Context: an optimization exercise on an open-source flow, tuned for small area and a short achievable clock period. The choices shown serve that exercise and are no tape-out recipe. At most, simulation tests tie the RTL to the original design; equivalence was not proved. Function not checked in runs 3 to 5: the RTL went through the layout flow alone. No activity file was given, so power comes from the tool's default toggle rates.

==> flow/design.v <==
module risc6_core (
    input clk,
    input rst,
    input [31:0] instr,
    output reg [31:0] pc,
    output reg [31:0] R0, R1, R2, R3,
    output [31:0] R4, R5, R6, R7,
    output reg halt
);
    assign R4 = 32'd0;
    assign R5 = 32'd0;
    assign R6 = 32'd0;
    assign R7 = 32'd0;
    wire [5:0] op = instr[31:26];
    reg        ir_we;
    reg [2:0]  ir_op;
    reg [1:0]  ir_rd;
    reg [23:0] ir_imm;
    always @(posedge clk or posedge rst) begin
        if (rst)
            ir_we <= 1'b0;
        else
            ir_we <= (op[5:3] == 3'd0) && (op[2:1] != 2'b11);
    end
    always @(posedge clk) begin
        ir_op  <= op[2:0];
        ir_rd  <= instr[25:24];
        ir_imm <= instr[23:0];
    end
    always @(posedge clk or posedge rst) begin
        if (rst) begin
            pc   <= 32'd0;
            halt <= 1'b0;
        end else begin
            pc   <= (op == 6'd6) ? {8'd0, instr[23:0]} : pc + 32'd1;
            halt <= halt | (op[5:3] != 3'd0);
        end
    end
    wire [1:0] ra = ir_imm[23:22];
    wire [1:0] rb = ir_imm[21:20];
    reg [31:0] a, b;
    always @(*) begin
        case (ra)
            2'd0: a = R0;
            2'd1: a = R1;
            2'd2: a = R2;
            default: a = R3;
        endcase
        case (rb)
            2'd0: b = R0;
            2'd1: b = R1;
            2'd2: b = R2;
            default: b = R3;
        endcase
    end
    reg [31:0] res;
    always @(*) begin
        case (ir_op)
            3'd0: res = {8'd0, ir_imm};
            3'd1: res = a + b;
            3'd2: res = a - b;
            3'd3: res = a & b;
            3'd4: res = a | b;
            default: res = a ^ b;
        endcase
    end
    always @(posedge clk or posedge rst) begin
        if (rst) begin
            R0 <= 32'd0; R1 <= 32'd0; R2 <= 32'd0; R3 <= 32'd0;
        end else if (ir_we) begin
            case (ir_rd)
                2'd0: R0 <= res;
                2'd1: R1 <= res;
                2'd2: R2 <= res;
                default: R3 <= res;
            endcase
        end
    end
endmodule
==> flow/run.sh <==
#!/bin/bash
# synth_recipe.tcl (not shown) runs the flow's synth.tcl, then flattens the netlist and writes it again
# the make line also repeats each setting of config.mk as NAME=value (left out here)
make -C /OpenROAD-flow-scripts/flow DESIGN_CONFIG=/design/flow/config.mk WORK_HOME=/design/flow/orfs CLKGATE_MAP_FILE= SYNTH_SCRIPT=/design/flow/synth_recipe.tcl finish
==> flow/config.mk <==
export PLATFORM = sky130hd
export DESIGN_NAME = risc6_core
export DESIGN_NICKNAME = risc6_core
export VERILOG_FILES = /design/flow/design.v
export SDC_FILE = /design/flow/constraint.sdc
export NUM_CORES = 4
export LEC_CHECK = 0
export ABC_AREA = 1
export CAP_MARGIN = 20
export CORE_MARGIN = 2
export CORE_UTILIZATION = 40
export SLEW_MARGIN = 20
==> flow/constraint.sdc <==
create_clock -name core_clock -period 6.0 [get_ports {clk}]
set_input_delay 1.2000 -clock core_clock [delete_from_list [all_inputs] [get_ports {clk}]]
set_output_delay 1.2000 -clock core_clock [all_outputs]
set_load 0.01 [all_outputs]
==> results list, run 1 <==
- For this run, the total global-route usage over all layers was measured as 0.288.
- Global placer's final weighted congestion: 0.999
* Most used cell along the critical path: nand2_1
- The first global-routing pass estimated 84.3 mm of wire.
- In the global route stage, met2 resource usage came out at 0.429.
- Number of cell instances on the worst register-to-register path: 27
- Dominant cell type by area after synthesis: dfrtp_1
* Final Util: 0.473
- Along the worst path, the maximum fanout reaches 37.
- Setup WS pre-CTS: 0.829 ns
- Type of destination of the critical path: register
- Antenna Diode Count: 0
- The filler cells instantiated in the layout total 3584.
* Max-slew violation total from the final report: 0
* Top_reg_cell synth: dfrtp_1
- The worst hold path terminates at halt$_DFF_PP0_.
- Via count of the first global-routing pass: 13900
- Total via count in the routed design: 14900
* Number of search-and-repair iterations in the first detailed-routing pass: 6
* Final antenna-violating net count: 0
* Setup violators final: 0
* Portion of the post-synthesis area used by sequential elements: 0.315
- Area of the placeable core: 36300 um2
- RSZ-0062 raised after global routing: false
* Arrival @ worst endpoint: 5.75 ns
* Worst Setup Start Kind: register
- For this run, the top clock speed supported by timing is 185 MHz.
- Worst VDD drop: 0.000247 V
- No sink is reached through more buffers than the 2 on the longest clock path.
* Share of Yosys cell area claimed by the top area cell type: 0.276
- Required time at the worst-slack endpoint: 6.35 ns
- The worst register-to-register path has a setup slack of 0.60 ns.
- The number of hold buffers added after CTS was 0.
* Number of distinct standard cells referenced by the synthesized netlist: 49
- Once placement completed, the tool counted placed cells totaling 2693.
- Routed wirelength normalized by instance count: 20.3 um
- Clock insertion delay at the later pin of the skew report: 0.46 ns
- Routed wire length: 55.4 mm
- Yosys mapped a number of flops with a built-in enable equal to 0.
* Number of vias per cell: 5.48
- WS Path Type: reg2reg
- Leaving out filler cells and counting taps, the final layout contains 2725.
- In the synthesized netlist the async set-or-reset flop fraction comes to 0.848.
* Shortest clock period the worst path allows after layout: 5.40 ns
* GRT overflow: 0
* Yosys warning total: 1
- The initial antenna violation count is 0.
- Area growth from synthesis to layout: 17.1%
- Synthesis produced 2090 cells.
- Busiest metal layer after global routing: met2
* Number of instances on the worst hold path: 1
- Summing every instance area after synthesis gives 14700 um2.
- In the finished design, the share of the clock period the worst path needs comes to 0.900.
* Largest net degree at the start of global routing: 75
- Count of H-tree levels built during CTS: 4
- In this run, synthesis produced a sequential element count of 191.
- At the pin with the least slew margin, the transition time is 1.00 ns.
- Final-stage net count: 2384
* Avg Cell Area, Syn: 7.03 um2
- Die outline width: 196 um
* Worst setup margin: 0.600 ns
* Max Clock Skew: 0.0121 ns
- Clock Sink Count: 191
- Critical Path Slowest Stage Cell: dfxtp_2
* MaxCap Viol Count: 0
* Iteration-0 DRC count of the detailed router: 1520
- In the global route stage, met3 resource usage came out at 0.0623.
* Setup repair bufs after CTS: 0
- CTS tree: built
- Crit path max-delay family: simple AND/OR/NAND/NOR gates
* Initial core utilization: 0.404
- Path class of the lowest-slack min-delay path: reg2reg
- Largest cells by area after synthesis: dfrtp_1, nand2_1, ha_1
- The root buffer cell chosen for the clock tree is clkbuf_16.
* Floorplan die height: 196 um
- Resized Gates After CTS: 0
* Ratio of cells with drive above 1 in the final layout: 0.0545
- Buffering stage count on the worst path with inverters included: 2
- The startpoint identified for the worst hold timing path is halt$_DFF_PP0_.
- Run status: finished clean
- Number of gates on the worst path with buffers counted: 27
- Global routing met1 resource utilization: 0.416
- Detailed placement HPWL: 42.4 mm
* Normalized max-slew margin: 0.329
* Final-layout setup total negative slack: 0 ns
- For this design the static power due to leakage is 0.00837 uW.
- Pin placement for this block handled 323 I/O pins.
- Reg2reg end: R1[21]$_DFFE_PP0P_
- In this run the core area contains 70 standard-cell rows.
* Pwr per Cell Area: 407 nW/um2
* Number of port buffers: 194
* Number of clock buffers inserted by TritonCTS: 17
- The startpoint identified for the worst register-to-register timing path is ir_imm[20]$_DFF_P_.
- Number of design rule violations left after detail routing: 0
- PnR Total Power: 7000 uW
- Biggest cell delay along the critical path: 0.80 ns
* Die Outline Area: 38300 um2
* CTS clock-pin slew for the worst setup and hold paths: 0.07 ns
* Number of failing hold endpoints at the final stage: 0
## per-stage QoR
step,area [um2],hold slack [ns]
5_1_grt,17200,0.502
6_report,17200,0.468
3_5_place_dp,16600,0.452
4_1_cts,17200,0.470
3_3_place_gp,16600,0.451
2_1_floorplan,15200,0.512
## cell usage after synthesis, types with 6 or more instances
master	count
nand3b_1	8
buf_2	7
nor2_1	115
nand4_2	11
or2_2	18
a221oi_1	10
clkbuf_1	66
inv_1	164
dfxtp_1	29
nand2_1	603
buf_4	131
ha_1	105
nor3_1	25
a21o_1	6
nand4_1	27
xnor2_1	8
a211oi_1	8
a21oi_1	63
o21ai_0	199
buf_6	7
dfrtp_1	162
xor2_1	40
a31oi_1	6
nand3_1	211
## sequential cells by signal (all words and copies together) (netlist names)
signal	flops
halt	1
ir_imm	24
ir_rd	2
pc	32
R2	32
R1	32
ir_op	3
R3	32
R0	32
ir_we	1
## cells by family (layout without fill, tap and decap cells)
group | Yosys count | after routing | share of synthesized area
AND/OR/NAND/NOR | 1044 | 1044 | 0.312
buffers and inverters | 384 | 424 | 0.136
AO/OA/AOI/OAI | 316 | 316 | 0.117
flip-flops | 191 | 191 | 0.315
adder cells (fa/ha/maj) | 106 | 106 | 0.0908
XOR/XNOR | 48 | 48 | 0.0286
other | 1 | 128 | 0.000255
## where the power goes
group | switching, uW | total [uW] | internal, uW
clock network | 562 | 1220 | 659
logic | 2160 | 3610 | 1450
registers | 537 | 2170 | 1630
## worst reg2reg max path, stage by stage (launching register included)
cell	delay, ns
dfxtp_2	0.80
inv_2	0.43
nor2_1	0.23
nand2_1	0.08
nand3_1	0.10
nor2_2	0.06
ha_1	0.20
inv_1	0.11
nor2_2	0.06
nand2_1	0.12
nor2_4	0.06
nand2_2	0.10
nand2_1	0.09
xor2_1	0.19
ha_1	0.37
nand2_1	0.14
nor2_1	0.18
nand4_1	0.10
o21ai_0	0.62
nand2_1	0.11
nand2_1	0.21
nand2_1	0.08
nand2_1	0.11
a21oi_1	0.07
o21ai_0	0.21
nand2_1	0.26
nand3_1	0.13
nand2_1	0.06
## cells in the final DEF (no fill, tap or decap), types with 4 or more instances in the layout
| cell type | n |
|---|---|
| inv_6 | 5 |
| ha_1 | 105 |
| a31oi_1 | 6 |
| a21o_1 | 6 |
| nor4_1 | 4 |
| nor3_2 | 9 |
| nand3_1 | 211 |
| nor3_1 | 21 |
| conb_1 | 128 |
| a221oi_1 | 10 |
| o2111ai_1 | 5 |
| nand4_2 | 11 |
| o21a_1 | 4 |
| nor2_1 | 112 |
| or2_2 | 18 |
| inv_2 | 7 |
| nand4_1 | 27 |
| nand2_1 | 603 |
| nor2_2 | 7 |
| xnor2_1 | 8 |
| clkdlybuf4s50_1 | 194 |
| buf_4 | 25 |
| nand3b_1 | 8 |
| dfrtp_1 | 162 |
| a21oi_1 | 63 |
| a211oi_1 | 8 |
| o21ai_0 | 199 |
| o21bai_1 | 5 |
| xor2_1 | 40 |
| dfxtp_1 | 27 |
| clkbuf_16 | 20 |
| o21ai_1 | 4 |
| inv_1 | 163 |
## routing by layer
layer  vias to the layer above  part of all wire
met3                        86             0.099
li1                       6919                 -
met2                       875              0.42
met4                         0             0.025
met5                         -                 0
met1                      7040              0.45
## final cells by class
| cell class | instances | area (um2) | share of cell area |
|---|---|---|---|
| clock buffers | 21 | 504 | 0.0293 |
| well taps | 468 | 586 | 0.0340 |
| multi-input cells | 1642 | 8580 | 0.499 |
| clock inverters | 11 | 115 | 0.00669 |
| flip-flops and latches | 191 | 4640 | 0.270 |
| repair buffers | 219 | 2130 | 0.124 |
| inverters | 173 | 657 | 0.0382 |
## how the worst max path moves through the flow
stage | from | end
after floorplan | rst | R0[0]$_DFFE_PP0P_
after global placement | ir_imm[20]$_DFF_P_ | R3[21]$_DFFE_PP0P_
after detailed placement | ir_imm[20]$_DFF_P_ | R1[21]$_DFFE_PP0P_
after CTS | ir_imm[20]$_DFF_P_ | R1[21]$_DFFE_PP0P_
after global routing | ir_imm[20]$_DFF_P_ | R2[21]$_DFFE_PP0P_
final | ir_imm[20]$_DFF_P_ | R1[21]$_DFFE_PP0P_
==> run 2, diff against run 1 <==
--- a/flow/config.mk
+++ b/flow/config.mk
@@ -9,4 +9,5 @@
 export CAP_MARGIN = 20
 export CORE_MARGIN = 2
 export CORE_UTILIZATION = 40
+export SETUP_SLACK_MARGIN = 3
 export SLEW_MARGIN = 20
==> results list, run 2 <==
- Run status: finished clean
- The share of the synthesized area in compound gates (AO/OA/AOI/OAI) came to 0.117.
- Leading cell types in the layout, fill and taps excluded: nand2_1, clkdlybuf4s50_1, dfrtp_1
- Across the run, the number of max-cap violations was 0.
* Max Clock Skew: 0.0116 ns
* Path class of the lowest-slack min-delay path: reg2reg
- Pwr per Cell Area: 423 nW/um2
* Biggest cell delay along the critical path: 0.47 ns
- Number of distinct standard cells referenced by the synthesized netlist: 49
* WS Path Type: reg2reg
- Of all nets on the critical path, the largest fanout is 8.
- At the pin with the least slew margin, the transition time is 1.22 ns.
- Summed over all instances, the cell type with the most area after synthesis is dfrtp_1.
- Grouping stages by cell kind, the critical path spends the most delay in simple AND/OR/NAND/NOR gates.
* Hold-fix buffer count after cts: 0
* Setup violators final: 0
- At the end of routability-driven placement, the weighted congestion stood at 0.945.
- The analysis attributes to cell leakage a power of 0.00974 uW.
- The final-report hold violation count was 0.
* Final-stage net count: 2567
* Ratio of cells with drive above 1 in the final layout: 0.255
- Critical Path Slowest Stage Cell: dfxtp_4
- After floorplanning, the core was sized to cover 36300 um2.
- Count of H-tree levels built during CTS: 4
* Initial antenna violation count: 1
- Dominant combinational cell family by area after synthesis: simple AND/OR/NAND/NOR gates
- STA puts the critical path data required time at 6.35 ns.
- Clock Sink Count: 191
- Once detailed placement completed, the half-perimeter wirelength came to 41.7 mm.
- Averaged over all synthesized cells, the footprint is 7.03 um2.
- The detailed router placed 15900 vias in this run.
* Normalized max-slew margin: 0.189
- Entering global routing, the biggest net connects 163 pins.
- Including well taps, the total number of placed cells is 2694.
- Of the total synthesized cell area, the portion taken by AND, OR, NAND and NOR gates is 0.312.
* Portion of the post-synthesis area used by sequential elements: 0.315
- Buffers from clock root to sink, at most: 2
- Syn Inst Count: 2090
- Together, buffers and inverters on the worst path number 2.
* Number of port buffers: 194
- The count of final max-slew check failures came to 0.
- STA classifies the critical path endpoint as a register.
- For this run, asynchronously set or reset flops after synthesis account for 0.848.
- Number of flops mapped to enable cells by yosys: 0
- Initial core utilization: 0.404
- Shortest clock period the worst path allows after layout: 4.15 ns
- Top achievable clock speed: 241 MHz
- Setup repair after global routing could not meet its margin everywhere.
- In the global route stage, overall resource usage came out at 0.307.
- The total overflow left after global routing is 0.
* Final antenna-violating net count: 0
- The worst setup path is launched from a register.
- Die Outline Area: 38300 um2
- TritonCTS built the clock tree.
- Mux share of post-synthesis cell area: 0
- Yosys warning total: 1
* Iteration-0 DRC count of the detailed router: 1549
- Largest cells by area after synthesis: dfrtp_1, nand2_1, ha_1
- Clock insertion delay at the later pin of the skew report: 0.46 ns
- In the post-synthesis netlist, the cell with the most instances is nand2_1.
* Routed wirelength normalized by instance count: 20.7 um
- Post-synthesis cell area: 14700 um2
- The worst-case IR drop observed on VDD is 0.000227 V.
* I/O pin total: 323
* Floorplan die height: 196 um
- Summed over all failing endpoints, the final setup total negative slack is 0 ns.
- Area growth from synthesis to layout: 42.4%
- The floorplan has 70 rows.
- The via count of the first global-routing pass was 15300.
* Most used cell along the critical path: nor2_4
- Routed wire length: 60.2 mm
- Most frequent standard cell in the layout excluding fill and tap cells: nand2_1
- Number of search-and-repair iterations in the first detailed-routing pass: 6
* CTS clock-pin slew for the worst setup and hold paths: 0.08 ns
- Of the total synthesized cell area, the portion taken by XOR and XNOR cells is 0.0286.
- Arrival @ worst endpoint: 4.50 ns
* Number of clock buffers inserted by TritonCTS: 17
- For this run, design rule violations remaining after detail routing come to 0.
- #FFs+latches synth: 191
- Excluding fillers, the count of instances in the completed layout stands at 2909.
* Global-route wire length before repair: 90.1 mm
- Library cell used as clock root buffer: clkbuf_16
- The share of synthesized area in the top cell type comes to 0.276.
- Top_reg_cell synth: dfrtp_1
* Post-route clock period utilization: 0.691
- Synth Area in Adders: 0.0908
- Most used standard cells in the synthesized netlist: nand2_1, nand3_1, o21ai_0, inv_1, dfrtp_1
- Die outline width: 196 um
* Number of vias per cell: 5.48
run 2: cell counts after synthesis:
No cell type changed its count.
run 2: logic make-up (layout without fill, tap and decap cells):
logic type / after synthesis / after routing
other: 1 / 129
buffers and inverters: 384 / 607
and+or+nand+nor: 1044 / 1044
AOI/OAI and AO/OA: 316 / 316
xor gates and xnor gates: 48 / 48
DFF: 191 / 191
adders and majority gates: 106 / 106
run 2: where the power goes:
group / switching, uW / internal [uW] / leakage [uW]
combinational: 2990 / 2470 / 0.00711
clock: 547 / 664 / 0.000289
sequential: 536 / 1630 / 0.00234
run 2: layout make-up:
class,count,area [um2]
repair buffers,399,3840
flip-flops and latches,191,4640
clock buffers,18,429
repair inverters,3,30.0
inverters,173,721
multi-input cells,1642,10500
clock inverters,14,186
diodes,1,2.50
fillers,3282,15400
well taps,468,586
run 2: worst paths after layout:
check	start	to	slack, ns	depth (start not counted)
worst max-delay path	ir_imm[20]$_DFF_P_	R3[31]$_DFFE_PP0P_	1.85	27
worst min-delay path	halt$_DFF_PP0_	halt$_DFF_PP0_	0.49	1
worst max register to register	ir_imm[20]$_DFF_P_	R3[31]$_DFFE_PP0P_	1.85	27
worst min register to register	halt$_DFF_PP0_	halt$_DFF_PP0_	0.49	1
max in group asynchronous	rst	pc[12]$_DFF_PP0_	3.77	3
min in group asynchronous	rst	R1[27]$_DFFE_PP0P_	1.16	3
run 2: metrics by stage:
step           setup WS, ns  area [um2]  total power, uW  hold WS, ns  utilization
3_3_place_gp          0.882       16700             5720        0.453        0.460
5_1_grt                1.67       20900             9340        0.532        0.575
6_report               1.85       20900             8840        0.487        0.575
2_1_floorplan          2.49       15300             4210        0.512            -
3_5_place_dp          0.797       16700             5750        0.477        0.460
4_1_cts                1.97       20000             8230        0.494        0.551
run 2: layer usage:
metal / global-route usage / wire [um] / vias to the layer above
met5: 0 / 0 / -
li1: - / - / 7278
met3: 0.0584 / 5670 / 156
met4: 0.134 / 2520 / 0
met2: 0.469 / 26400 / 923
met1: 0.424 / 25600 / 7577
run 2: what timing repair did:
item / in CTS / in global routing
gates resized for setup: 410 / 118
hold endpoints to repair: 0 / 0
cloned: 6 / 1
setup buffers: 129 / 46
pin swaps: 139 / 108
endpoints found under the setup margin: 124 / 124
==> run 3, diff against run 2 <==
--- a/flow/design.v
+++ b/flow/design.v
@@ -53,15 +53,36 @@
             default: b = R3;
         endcase
     end
+    wire arith = (ir_op == 3'd1) | (ir_op == 3'd2);
+    wire sub   = (ir_op == 3'd2);
+    wire [31:0] bx = b ^ {32{sub}};
+    wire [31:0] g  = a & bx & {32{arith}};
+    wire [31:0] p  = a ^ bx;
+    reg [31:0] G, P;
+    reg [31:0] c;
+    integer l, i, j;
+    always @(*) begin
+        G = g;
+        P = p;
+        G[0] = g[0] | (p[0] & sub);
+        for (l = 0; l < 5; l = l + 1) begin
+            for (i = 31; i >= 0; i = i - 1) begin
+                if (i[l]) begin
+                    j = ((i >> l) << l) - 1;
+                    G[i] = G[i] | (P[i] & G[j]);
+                    P[i] = P[i] & P[j];
+                end
+            end
+        end
+        c = {G[30:0], sub};
+    end
     reg [31:0] res;
     always @(*) begin
         case (ir_op)
             3'd0: res = {8'd0, ir_imm};
-            3'd1: res = a + b;
-            3'd2: res = a - b;
             3'd3: res = a & b;
             3'd4: res = a | b;
-            default: res = a ^ b;
+            default: res = p ^ c;
         endcase
     end
     always @(posedge clk or posedge rst) begin
==> results list, run 3 <==
- Run status: finished clean
- In this run the count of I/O pins placed on the die edge is 323.
- From bottom edge to top edge, the die measures 183 um.
* Clock insertion delay at the later pin of the skew report: 0.45 ns
- Type of destination of the critical path: register
* Post-synthesis cell area: 12800 um2
- By area, the combinational part of the netlist is dominated by simple AND/OR/NAND/NOR gates.
- Among all stages on the critical path, the largest delay is contributed by dfxtp_4.
* Static leakage: 0.00818 uW
- Library cell used as clock root buffer: clkbuf_16
- Largest cells by area after synthesis: dfrtp_1, nand2_1, buf_4
- # rows: 65
* Portion of the post-synthesis area used by sequential elements: 0.363
* Max-slew violation total from the final report: 0
- CTS tree: built
* MaxCap Viol Count: 0
- For this run, the number of Yosys warnings is 1.
- Top achievable clock speed: 294 MHz
- Final Util: 0.532
- The first TritonRoute pass finished after 7 iterations.
- Biggest cell delay along the critical path: 0.35 ns
* Number of port buffers: 194
- Synth Area in Adders: 0.0373
* Detailed placement HPWL: 30.6 mm
- Avg Cell Area, Syn: 7.13 um2
- #FFs+latches synth: 191
- Syn Inst Count: 1791
- Setup violations remaining at the end of the flow were counted as 0.
- Number of vias per cell: 5.33
- The die covers 33400 um2.
- Pwr per Cell Area: 374 nW/um2
- The routed layout has 13000 vias.
* Total routing usage reported by global routing: 0.272
- CTS built an H-tree with a depth of 4.
* Routed wire length: 46.9 mm
* Worst VDD drop: 0.000190 V
* Post-route clock period utilization: 0.567
- The first routing iteration left 1318 violations.
- For the final database, setup skew stands at 0.0139 ns.
- Of the post-synthesis cell area, the part taken by muxes is 0.
* Series of cell instances along the critical path: buf_12, nand2_8, buf_12, o2111ai_1, o21ai_2, xor2_1, ha_1, ha_2, inv_2, nand2_2, nand2_2, nand2_2, nand2_2, nand2_4, nand2_4, nand2_8, ha_4, a21o_1, xor2_1, nand2_1, o2111ai_2, nand2_1, o21ai_1
- Leaving out fill and tap cells, the most frequent cell in the layout is nand2_1.
* Final antenna-violating net count: 0
- Proportion of register bits with asynchronous set or reset after synthesis: 0.848
* Die outline width: 183 um
- The first global-routing pass estimated 69.3 mm of wire.
* Normalized max-slew margin: 0.518
- Number of distinct standard cells referenced by the synthesized netlist: 55
- Number of failing hold endpoints at the final stage: 0
- Number of flops mapped to enable cells by yosys: 0
- Arrival @ worst endpoint: 3.72 ns
- Clock Sink Count: 191
* Largest net degree at the start of global routing: 120
- Shortest clock period the worst path allows after layout: 3.40 ns
* Worst Setup Start Kind: register
* Area of the placeable core: 31500 um2
* Most used standard cells in the synthesized netlist: nand2_1, dfrtp_1, o21ai_0, buf_4, inv_1
- For this run, the leading register cell type out of synthesis is dfrtp_1.
- The number of antenna diodes in the final layout is 0.
- Leading cell type by number of instances after synthesis: nand2_1
- Global placer's final weighted congestion: 0.890
- Counting along the longest clock path gives a buffer depth of 2.
- The critical path is of the reg2reg type.
- Most used cell along the critical path: nand2_2
- Leading cell types in the layout, fill and taps excluded: nand2_1, clkdlybuf4s50_1, dfrtp_1
- Via count of the first global-routing pass: 11900
- For this run, the post-layout net count is 2087.
* Ratio of cells with drive above 1 in the final layout: 0.161
- Pin slew with the least headroom to its limit: 0.722 ns
- Power comes to 6260 uW.
- GRT overflow: 0
* Routed wirelength normalized by instance count: 19.3 um
- Setup repair after global routing could not meet its margin everywhere.
- Compound-gate portion of the synthesized area: 0.134
- Simple logic cell fraction of the synthesized area: 0.289
- Number of clock buffers inserted by TritonCTS: 17
- Number of design rule violations left after detail routing: 0
- Required time at the worst-slack endpoint: 6.32 ns
- In the final timing run, aggregate negative setup slack is 0 ns.
- Area growth from synthesis to layout: 31.3%
* Initial antenna violation count: 0
* Share of Yosys cell area claimed by the top area cell type: 0.318
- Xor and xnor fraction of the mapped netlist area: 0.0391
- Critical-path maximum fanout: 27
* Initial core utilization: 0.405
* Path class of the lowest-slack min-delay path: reg2reg
* CTS clock-pin slew for the worst setup and hold paths: 0.07 ns
* Dominant cell type by area after synthesis: dfrtp_1
==> run 3: final cells by class <==
class | instances | area [um2]
timing repair inverter | 3 | 21.3
fill | 2917 | 14700
sequential | 191 | 4650
clock buffer | 18 | 429
tap | 402 | 503
multi-input combinational | 1401 | 7540
timing repair buffer | 279 | 2910
clock inverter | 13 | 185
inverter | 122 | 508
==> run 3: power by group <==
group | internal, uW | total (uW) | switching [uW] | leakage, uW
registers | 1640 | 2170 | 531 | 0.00233
logic | 1330 | 2860 | 1520 | 0.00555
clock network | 699 | 1230 | 536 | 0.000297
==> run 3: worst max-delay path: cells and delay by family (launching register included) <==
| family | cells | cell delay [ns] |
|---|---|---|
| simple gates | 10 | 0.81 |
| compound gates | 5 | 0.66 |
| fa+ha+maj | 3 | 0.62 |
| buf+inv | 3 | 0.42 |
| xor+xnor | 2 | 0.37 |
| flops | 1 | 0.35 |
==> run 3: final timing paths <==
path | startpoint | end | slack (ns) | depth (start not counted)
worst min-delay path | halt$_DFF_PP0_ | halt$_DFF_PP0_ | 0.49 | 1
min in group asynchronous | rst | R1[26]$_DFFE_PP0P_ | 1.07 | 2
worst max register to register | ir_imm[20]$_DFF_P_ | R2[17]$_DFFE_PP0P_ | 2.60 | 23
max in group asynchronous | rst | R1[21]$_DFFE_PP0P_ | 3.94 | 3
worst min register to register | halt$_DFF_PP0_ | halt$_DFF_PP0_ | 0.49 | 1
worst max-delay path | ir_imm[20]$_DFF_P_ | R2[17]$_DFFE_PP0P_ | 2.60 | 23
==> run 3: timing repair <==
| item | in CTS | in global routing |
|---|---|---|
| endpoints found under the setup margin | 128 | 123 |
| endpoints found under the hold margin | 0 | 0 |
| cloned | 9 | 1 |
| setup buffers | 32 | 25 |
| gates resized for setup | 124 | 127 |
| pin swaps | 34 | 43 |
| hold buffers | 0 | 0 |
==> run 3: cell families after synthesis <==
group	Yosys count
buf+inv	327
simple gates	892
compound gates	285
other cells	1
flops	191
xor+xnor	57
fa+ha+maj	38
==> run 3: metrics by stage <==
stage	instance area [um2]	hold slack [ns]	cells	setup slack, ns
2_1_floorplan	13300	0.512	1918	2.68
3_3_place_gp	14600	0.456	2330	1.94
3_5_place_dp	14600	0.455	2330	1.77
4_1_cts	16100	0.485	2402	2.66
5_1_grt	16800	0.540	2429	2.42
6_report	16800	0.488	2429	2.60
==> run 3: metal layers <==
| metal | vias to the layer above | GRT usage | wire (um) |
|---|---|---|---|
| li1 | 6007 | - | - |
| met1 | 6151 | 0.354 | 19600 |
| met2 | 665 | 0.443 | 21400 |
| met3 | 128 | 0.0417 | 3460 |
| met4 | 0 | 0.135 | 2390 |
| met5 | - | 0 | 0 |
==> run 4, diff against run 3 <==
==> flow/design.v (replaced) <==
module risc6_core (
    input clk,
    input rst,
    input [31:0] instr,
    output reg [31:0] pc,
    output reg [31:0] R0, R1, R2, R3,
    output [31:0] R4, R5, R6, R7,
    output reg halt
);
    assign R4 = 32'd0;
    assign R5 = 32'd0;
    assign R6 = 32'd0;
    assign R7 = 32'd0;
    wire [5:0] op = instr[31:26];
    wire       lo = (op[5:3] == 3'd0);
    reg        ir_we;       
    reg [1:0]  ir_rd;
    reg        ir_ldi;
    reg        ir_and;
    reg        ir_or;
    reg        ir_arith;    
    reg        ir_sub;
    reg [3:0]  ir_sa;       
    reg [3:0]  ir_sb;       
    reg [19:0] ir_imm;      
    always @(posedge clk or posedge rst) begin
        if (rst)
            ir_we <= 1'b0;
        else
            ir_we <= lo && (op[2:1] != 2'b11);
    end
    always @(posedge clk) begin
        ir_rd    <= instr[25:24];
        ir_ldi   <= (op[2:0] == 3'd0);
        ir_and   <= (op[2:0] == 3'd3);
        ir_or    <= (op[2:0] == 3'd4);
        ir_arith <= (op[2:1] == 2'b00) && op[0] || (op[2:0] == 3'd2);
        ir_sub   <= (op[2:0] == 3'd2);
        ir_sa    <= 4'b0001 << instr[23:22];
        ir_sb    <= 4'b0001 << instr[21:20];
        ir_imm   <= instr[19:0];
    end
    always @(posedge clk or posedge rst) begin
        if (rst) begin
            pc   <= 32'd0;
            halt <= 1'b0;
        end else begin
            pc   <= (op == 6'd6) ? {8'd0, instr[23:0]} : pc + 32'd1;
            halt <= halt | ~lo;
        end
    end
    wire [31:0] a = ({32{ir_sa[0]}} & R0) | ({32{ir_sa[1]}} & R1) |
                    ({32{ir_sa[2]}} & R2) | ({32{ir_sa[3]}} & R3);
    wire [31:0] b = ({32{ir_sb[0]}} & R0) | ({32{ir_sb[1]}} & R1) |
                    ({32{ir_sb[2]}} & R2) | ({32{ir_sb[3]}} & R3);
    wire [31:0] bx = b ^ {32{ir_sub}};
    wire [31:0] g  = a & (bx & {32{ir_arith}});
    wire [31:0] p  = a ^ bx;
    reg [31:0] G, P;
    reg [31:0] c;
    integer l, i, j;
    always @(*) begin
        G = g;
        P = p;
        G[0] = g[0] | (p[0] & ir_sub);
        for (l = 0; l < 5; l = l + 1) begin
            for (i = 31; i >= 0; i = i - 1) begin
                if (i[l]) begin
                    j = ((i >> l) << l) - 1;
                    G[i] = G[i] | (P[i] & G[j]);
                    P[i] = P[i] & P[j];
                end
            end
        end
        c = {G[30:0], ir_sub};
    end
    wire [23:0] imm = {ir_sa[3] | ir_sa[2], ir_sa[3] | ir_sa[1],
                       ir_sb[3] | ir_sb[2], ir_sb[3] | ir_sb[1], ir_imm};
    reg [31:0] res;
    always @(*) begin
        if (ir_ldi)
            res = {8'd0, imm};
        else if (ir_and)
            res = a & b;
        else if (ir_or)
            res = a | b;
        else
            res = p ^ c;
    end
    always @(posedge clk or posedge rst) begin
        if (rst) begin
            R0 <= 32'd0; R1 <= 32'd0; R2 <= 32'd0; R3 <= 32'd0;
        end else if (ir_we) begin
            case (ir_rd)
                2'd0: R0 <= res;
                2'd1: R1 <= res;
                2'd2: R2 <= res;
                default: R3 <= res;
            endcase
        end
    end
endmodule
==> results list, run 4 <==
* Crit path max-delay family: compound AO/OA/AOI/OAI gates
- In the final layout, the share of cells above drive strength 1 is 0.140.
- Most used standard cells in the synthesized netlist: nand2_1, nand3_1, inv_1, dfrtp_1, buf_4
* Biggest cell delay along the critical path: 0.36 ns
- Met2 Resource Use GR: 0.428
- Clock-pin slew was measured on the worst setup and hold paths at 0.08 ns.
* Number of failing hold endpoints at the final stage: 0
* Routed wire length: 49.9 mm
- Setup violators final: 0
- Critical Path Slowest Stage Cell: dfxtp_4
- Part of the power in the clock network: 0.196
- For this run, the share of the core covered by cells in the final layout is 0.506.
- The H-tree was split into 4 levels.
* Die Outline Area: 36700 um2
- STA classifies the critical path startpoint as a register.
- For the pin with the worst max-slew slack, the measured transition is 1.11 ns.
* Leading cell type by number of instances after synthesis: nand2_1
- For this run, the post-layout net count is 2401.
- Area of the placeable core: 34600 um2
* MaxCap Viol Count: 0
- The congestion estimate from routability-driven global placement came to 0.888.
- Leading cell types in the layout, fill and taps excluded: nand2_1, clkdlybuf4s50_1, inv_1
* Total via count in the routed design: 14600
- Worst R2R Setup Slack: 2.58 ns
* Worst setup margin: 2.58 ns
- Hold-fix buffer count after cts: 0
* Series of cell instances along the critical path: buf_12, a221oi_4, xor2_2, xor2_1, inv_1, ha_2, o21bai_1, ha_2, inv_2, nand2_2, nand3_2, nand2_4, nand2_4, nand2_4, nand2_4, nand2_8, ha_4, a31oi_4, xor2_1, nand2_1, a21oi_2, o22ai_2, o21ai_1
- Synthesis instantiated 47 different standard cells from the library.
* Type of destination of the critical path: register
- Number of clock buffers inserted by TritonCTS: 17
- Of the total power, registers draw 0.351.
- In the global route stage, met1 resource usage came out at 0.353.
- IR analysis of the VDD net gives a maximum drop of 0.000247 V.
- The run finished with no timing, DRC or antenna violations.
* Buffers from clock root to sink, at most: 2
* Max Clock Skew: 0.0157 ns
- Derived from the worst setup path, the maximum achievable clock frequency is 293 MHz.
- Via count of the first global-routing pass: 13500
- Share of Yosys cell area claimed by the top area cell type: 0.288
- For this run, the number of Yosys warnings is 1.
* Number of vias per cell: 5.17
- In the final timing run, aggregate negative setup slack is 0 ns.
- Path class of the lowest-slack min-delay path: reg2reg
- WHS: 0.474 ns
- Sw power: 2530 uW
- Detailed placement ended at an HPWL of 31.6 mm.
* Iteration-0 DRC count of the detailed router: 1318
* Avg Cell Area, Syn: 6.46 um2
* RSZ-0062 raised after global routing: true
- Busiest metal layer after global routing: met2
* Library cell used as clock root buffer: clkbuf_16
- Data on the critical path arrives at its endpoint at 3.80 ns.
- Dividing the detail-routed wire length by the instance count gives 17.6 um.
* Largest cells by area after synthesis: dfrtp_1, nand2_1, nand3_1
- Critical-path maximum fanout: 17
* Cell area after placement: 16000 um2
- Summed over all cells, the static leakage comes to 0.00885 uW.
- Die outline width: 192 um
- TritonCTS built the clock tree.
- Most used cell along the critical path: nand2_4
- Number of design rule violations left after detail routing: 0
- The share of total power dissipated in combinational logic is 0.453.
- Buffering stage count on the worst path with inverters included: 3
- Initial antenna violation count: 0
- For the worst setup path, the data required time is 6.38 ns.
* Proportion of register bits with asynchronous set or reset after synthesis: 0.822
* # rows: 68
* Global-route wire length before repair: 75.7 mm
* Pwr per Cell Area: 337 nW/um2
* Area growth from synthesis to layout: 24.5%
* Post-route clock period utilization: 0.570
* Shortest clock period the worst path allows after layout: 3.42 ns
- The count of final max-slew check failures came to 0.
- Total routing usage reported by global routing: 0.270
- The largest total area in the synthesized netlist belongs to dfrtp_1.
- Before CTS, the worst setup slack after placement is 1.97 ns.
* Number of flops mapped to enable cells by yosys: 0
- Syn Inst Count: 2176
- Final antenna-violating net count: 0
* Most frequent standard cell in the layout excluding fill and tap cells: nand2_1
- The critical path in this run is classified as reg2reg.
- Portion of the post-synthesis area used by sequential elements: 0.338
- Largest net degree at the start of global routing: 163
* GRT overflow: 0
- 323 I/O pins were placed.
- Of the total power, the share spent switching nets is 0.428.
* Top_reg_cell synth: dfrtp_1
- Met3 demand-to-capacity share in global routing: 0.0661
- Clock Sink Count: 197
* Floorplan die height: 192 um
- The later pin in the worst-skew pair is clocked with a latency of 0.47 ns.
- The internal power of the cells totals 3380 uW.
* Number of port buffers: 194
* Normalized max-slew margin: 0.259
- Antenna Diode Count: 0
- After routing the design area is 17500 um2.
- Number of search-and-repair iterations in the first detailed-routing pass: 7
* #FFs+latches synth: 197
* Initial core utilization: 0.406
- Post-synthesis cell area: 14100 um2
==> run 4: cell count changes after synthesis, sizes merged, moves of 14 or more <==
cell     delta
o21ai      -98
buf        +18
nand3     +134
nand4      +19
xor2       -31
nor2       +54
o2111ai    -23
inv        +76
a31oi      +14
nand2     +254
ha         -31
==> run 4: worst paths after layout <==
check	cells after the start	endpoint	from
worst max register to register	23	R2[17]$_DFFE_PP0P_	ir_sb[3]$_SDFF_PN0_
min in group asynchronous	3	halt$_DFF_PP0_	rst
worst min-delay path	1	halt$_DFF_PP0_	halt$_DFF_PP0_
worst max-delay path	23	R2[17]$_DFFE_PP0P_	ir_sb[3]$_SDFF_PN0_
max in group asynchronous	3	R2[0]$_DFFE_PP0P_	rst
worst min register to register	1	halt$_DFF_PP0_	halt$_DFF_PP0_
==> run 4: kinds of logic (layout without fill, tap and decap cells) <==
group | after synthesis | after routing | synth area share
and+or+nand+nor | 1364 | 1364 | 0.413
buffers and inverters | 413 | 483 | 0.157
other | 1 | 128 | 0.000267
AOI/OAI and AO/OA | 168 | 168 | 0.0690
DFF | 197 | 197 | 0.338
xor gates and xnor gates | 26 | 26 | 0.0162
adders and majority gates | 7 | 7 | 0.00623
==> run 4: repair_timing <==
item,4_1_cts,5_1_grt
hold endpoints to repair,0,0
endpoints found under the setup margin,137,124
buffers inserted,19,10
resized for setup,50,99
pin swaps,13,39
cloned,3,3
==> run 4: power groups by stage <==
stage	clock network, uW	logic (uW)	registers, uW
final	1160	2680	2070
after CTS	1180	2570	2060
after floorplan	0	1450	2090
after global placement	0	2450	2090
after global routing	1230	2980	2120
after detailed placement	0	2490	2080
==> run 4: per-layer routing <==
layer	up-vias	wire (um)
met5	-	0
met2	644	22600
met1	6880	21300
li1	7001	-
met3	97	4580
met4	0	1350
==> run 4: layout make-up <==
class                           count  area, um2
Fill cell                        3475      17100
Multi-Input combinational cell   1693       8200
Inverter                          201        782
Clock inverter                     14        135
Sequential cell                   197       4780
Tap cell                          455        569
Timing Repair Buffer              250       2610
Clock buffer                       18        439
==> run 4: through the flow <==
step | std cells | power, uW
after CTS | 2815 | 5810
after global routing | 2828 | 6330
after floorplan | 2303 | 3540
after detailed placement | 2761 | 4570
after global placement | 2761 | 4530
final | 2828 | 5910
==> run 5, diff against run 4 <==
--- a/flow/config.mk
+++ b/flow/config.mk
@@ -5,7 +5,7 @@
 export SDC_FILE = /design/flow/constraint.sdc
 export NUM_CORES = 4
 export LEC_CHECK = 0
-export ABC_AREA = 1
+export ABC_AREA = 0
 export CAP_MARGIN = 20
 export CORE_MARGIN = 2
 export CORE_UTILIZATION = 40
==> results list, run 5 <==
- The initialized floorplan defines 67 standard-cell rows.
* Pwr per Cell Area: 362 nW/um2
- Based on the critical path, the design can be clocked at up to 263 MHz.
- In the final routed layout, each cell accounts on average for 20.2 um.
- Global-route wire length before repair: 70.6 mm
- Setup violators final: 0
- Worst VDD drop: 0.000236 V
- No sink is reached through more buffers than the 2 on the longest clock path.
- Clock Sink Count: 197
* Number of port buffers: 194
* Iteration-0 DRC count of the detailed router: 900
- Cell internal power dissipation: 3760 uW
* Final antenna-violating net count: 0
* Compound-gate portion of the synthesized area: 0.283
* Number of cell instances on the worst register-to-register path: 24
* FF-to-FF Start: ir_sb[1]$_SDFF_PP0_
- Part of the power in the clock network: 0.199
* Arrival @ worst endpoint: 4.20 ns
- In the final design database the tool counted 1870 nets.
* Clock insertion delay at the later pin of the skew report: 0.48 ns
* Mux share of post-synthesis cell area: 0.0257
* Biggest cell delay along the critical path: 0.33 ns
- Floorplan die height: 189 um
- Buffering stage count on the worst path with inverters included: 1
* Synth Area in Adders: 0.0123
* Normalized max-slew margin: 0.236
* Gate power share: 0.467
- Run status: finished clean
- For this run, the number of Yosys warnings is 1.
- Portion of the post-synthesis area used by sequential elements: 0.349
- Worst R2R Setup Slack: 2.20 ns
* Leading cell type by number of instances after synthesis: nand2_1
* Number of vias per cell: 5.72
- Sequential Power Share: 0.335
* Proportion of register bits with asynchronous set or reset after synthesis: 0.822
- Number of distinct standard cells referenced by the synthesized netlist: 86
* RSZ-0062 raised after global routing: true
* Avg Cell Area, Syn: 8.40 um2
- Initial core utilization: 0.407
- After detailed routing, the number of remaining DRC violations is 0.
* Number of failing hold endpoints at the final stage: 0
- Largest net degree at the start of global routing: 163
- In this run the number of H-tree levels came out at 4.
- The worst hold path begins at halt$_DFF_PP0_.
- Syn Inst Count: 1624
* MaxCap Viol Count: 0
* Most used standard cells in the synthesized netlist: nand2_1, dfrtp_1, o21ai_0, buf_4, a22oi_1
- Via count of the first global-routing pass: 12400
- The library cell used most frequently in the layout, excluding fill and tap cells, is nand2_1.
- The die is 189 um wide.
* Series of cell instances along the critical path: buf_12, a22oi_2, nand2_2, xnor2_4, xor2_1, ha_2, a31o_4, ha_4, a31o_4, o21ai_4, nand2_2, a22o_4, nand2_2, o21ai_2, ha_4, nor2_4, xnor2_2, nand3_1, o21ai_1, a22oi_1, nor2_1, a2111oi_2, a21oi_2, o21ai_1
- Crit path max-delay family: compound AO/OA/AOI/OAI gates
- The most used flip-flop cell after synthesis is dfrtp_1.
- Hold timing on the final database bottoms out at a slack of 0.487 ns.
* Static leakage: 0.00714 uW
- Across all layers, the routed design uses 13100 vias.
- Antenna Diode Count: 0
- The min-delay analysis places its worst path in the category reg2reg.
* WS Path Type: reg2reg
- The number of clock buffers added by TritonCTS is 17.
* Fill cells: 3128
* Type of destination of the critical path: register
* Sw power: 2610 uW
- The count of final max-slew check failures came to 0.
- 323 I/O pins were placed.
- For hold timing, the worst endpoint is halt$_DFF_PP0_.
* Number of flops mapped to enable cells by yosys: 0
- Library cell used as clock root buffer: clkbuf_16
- Total routing usage reported by global routing: 0.254
- Most used cell along the critical path: nand2_2
* Combined area of the multi-input logic cells: 8770 um2
- Routed wire length: 46.3 mm
- Die Outline Area: 35600 um2
* Shortest clock period the worst path allows after layout: 3.80 ns
* Detailed placement HPWL: 30.6 mm
* Simple logic cell fraction of the synthesized area: 0.165
- On the final layout, the worst clock skew is 0.0213 ns.
- GRT overflow: 0
* Sequential cell area: 4780 um2
- Area of the placeable core: 33500 um2
- Along the worst path, the maximum fanout reaches 5.
- The share of synthesized area in the top cell type comes to 0.297.
- Worst Setup Start Kind: register
- Of the total synthesized cell area, the portion taken by XOR and XNOR cells is 0.0574.
- Among all stages on the critical path, the largest delay is contributed by dfxtp_2.
- Number of search-and-repair iterations in the first detailed-routing pass: 5
- The initial antenna violation count is 0.
- Required time at the worst-slack endpoint: 6.40 ns
* CTS clock-pin slew for the worst setup and hold paths: 0.08 ns
- Dominant cell type by area after synthesis: dfrtp_1
- Largest cells by area after synthesis: dfrtp_1, buf_4, nand2_1
- Leaving out fill and tap cells, the most frequent cells in the layout are nand2_1, clkdlybuf4s50_1, dfrtp_1.
- CTS tree: built
* Post-route clock period utilization: 0.633
* Area growth from synthesis to layout: 29.1%
- Reg2reg end: R3[9]$_DFFE_PP0P_
- In this run, synthesis produced a sequential element count of 197.
- Pin slew with the least headroom to its limit: 1.14 ns
- Hold-fix buffer count after cts: 0
- Post-synthesis cell area: 13600 um2
* Ratio of cells with drive above 1 in the final layout: 0.170
- Global placer's final weighted congestion: 0.882
- Number of instances on the worst hold path: 1
- Sw Share: 0.410
- For the final routed database, the setup TNS stands at 0 ns.
- Dominant combinational cell family by area after synthesis: compound AO/OA/AOI/OAI gates
[run 5: layer usage]
metal	up-vias	wire (um)	track usage
met5	-	0	0
met4	0	1220	0.0931
met3	100	3930	0.0680
met2	615	21200	0.404
met1	6264	20000	0.333
li1	6111	-	-
[run 5: cell families (layout without fill, tap and decap cells)]
group | Yosys count | in the layout
xor+xnor | 83 | 83
mux | 32 | 32
buf+inv | 232 | 323
flops | 197 | 197
compound gates | 552 | 552
simple gates | 512 | 512
fa+ha+maj | 15 | 15
other cells | 1 | 128
[run 5: area by class of cell]
cell class	count	area share
multi-input combinational	1322	0.498
sequential	197	0.272
timing repair buffer	284	0.160
tap	448	0.0318
clock buffer	17	0.0242
clock inverter	15	0.0129
inverter	7	0.00185
[run 5: how the worst max path moves through the flow]
stage | start | end | slack (ns) | cells after the start
2_1_floorplan | ir_sub$_DFF_P_ | R0[9]$_DFFE_PP0P_ | 1.90 | 28
5_1_grt | R0[0]$_DFFE_PP0P_ | R1[9]$_DFFE_PP0P_ | 2.03 | 23
3_3_place_gp | ir_sa[0]$_SDFF_PP0_ | R2[17]$_DFFE_PP0P_ | 1.61 | 17
6_report | ir_sb[1]$_SDFF_PP0_ | R3[9]$_DFFE_PP0P_ | 2.20 | 24
4_1_cts | R0[0]$_DFFE_PP0P_ | R1[9]$_DFFE_PP0P_ | 2.13 | 23
3_5_place_dp | ir_sa[0]$_SDFF_PP0_ | R2[17]$_DFFE_PP0P_ | 1.54 | 17
[run 5: timing repair]
item | in CTS | in global routing
pin swaps | 40 | 53
setup endpoints to repair | 124 | 119
endpoints found under the hold margin | 0 | 0
gates cloned | 3 | 0
setup buffers | 48 | 14
gates resized for setup | 121 | 102
[run 5: stage by stage]
step / worst slack [ns] / power [uW] / util / cells / area [um2]
floorplan: 1.90 / 3660 / - / 1751 / 14300
global placement: 1.61 / 4720 / 0.463 / 2193 / 15500
detailed placement: 1.54 / 4760 / 0.463 / 2193 / 15500
CTS: 2.13 / 6230 / 0.511 / 2276 / 17100
global route: 2.03 / 6770 / 0.525 / 2290 / 17600
finish: 2.20 / 6380 / 0.525 / 2290 / 17600
[run 5: power by group through the flow]
| stage | combinational, uW | clock [uW] | sequential [uW] |
|---|---|---|---|
| final | 2970 | 1270 | 2130 |
| after global placement | 2580 | 0 | 2150 |
| after CTS | 2810 | 1290 | 2120 |
| after detailed placement | 2610 | 0 | 2140 |
| after global routing | 3230 | 1350 | 2190 |
| after floorplan | 1510 | 0 | 2150 |

-- re-timing with driven ports --
The flow's constraints put no driver on any port. The routed layouts listed below were extracted and timed again, unchanged, in two steps.
Step 1 assumes that a clkbuf_16 drives the clock port and a buf_2 every other input.
Step 2 moves the port delays by t, midway between the first and last clock arrival at a register: inputs arrive t later, outputs are due t later. That takes back most of the time a late clock gives input paths.
Three values: ideal ports, drivers, drivers and shift; two values: the first two.
run	t, ns	setup WS [ns]	clock arrival spread, ns
run 1	0.511	0.600 / 0.600 / 0.600	0.012 / 0.012
run 2	0.511	1.853 / 1.853 / 1.853	0.012 / 0.012
run 3	0.495	2.599 / 2.599 / 2.599	0.015 / 0.014
run 4	0.512	2.581 / 2.581 / 2.581	0.015 / 0.015
run 5	0.517	2.201 / 2.201 / 2.201	0.023 / 0.022
After both steps every run listed still meets setup and hold.
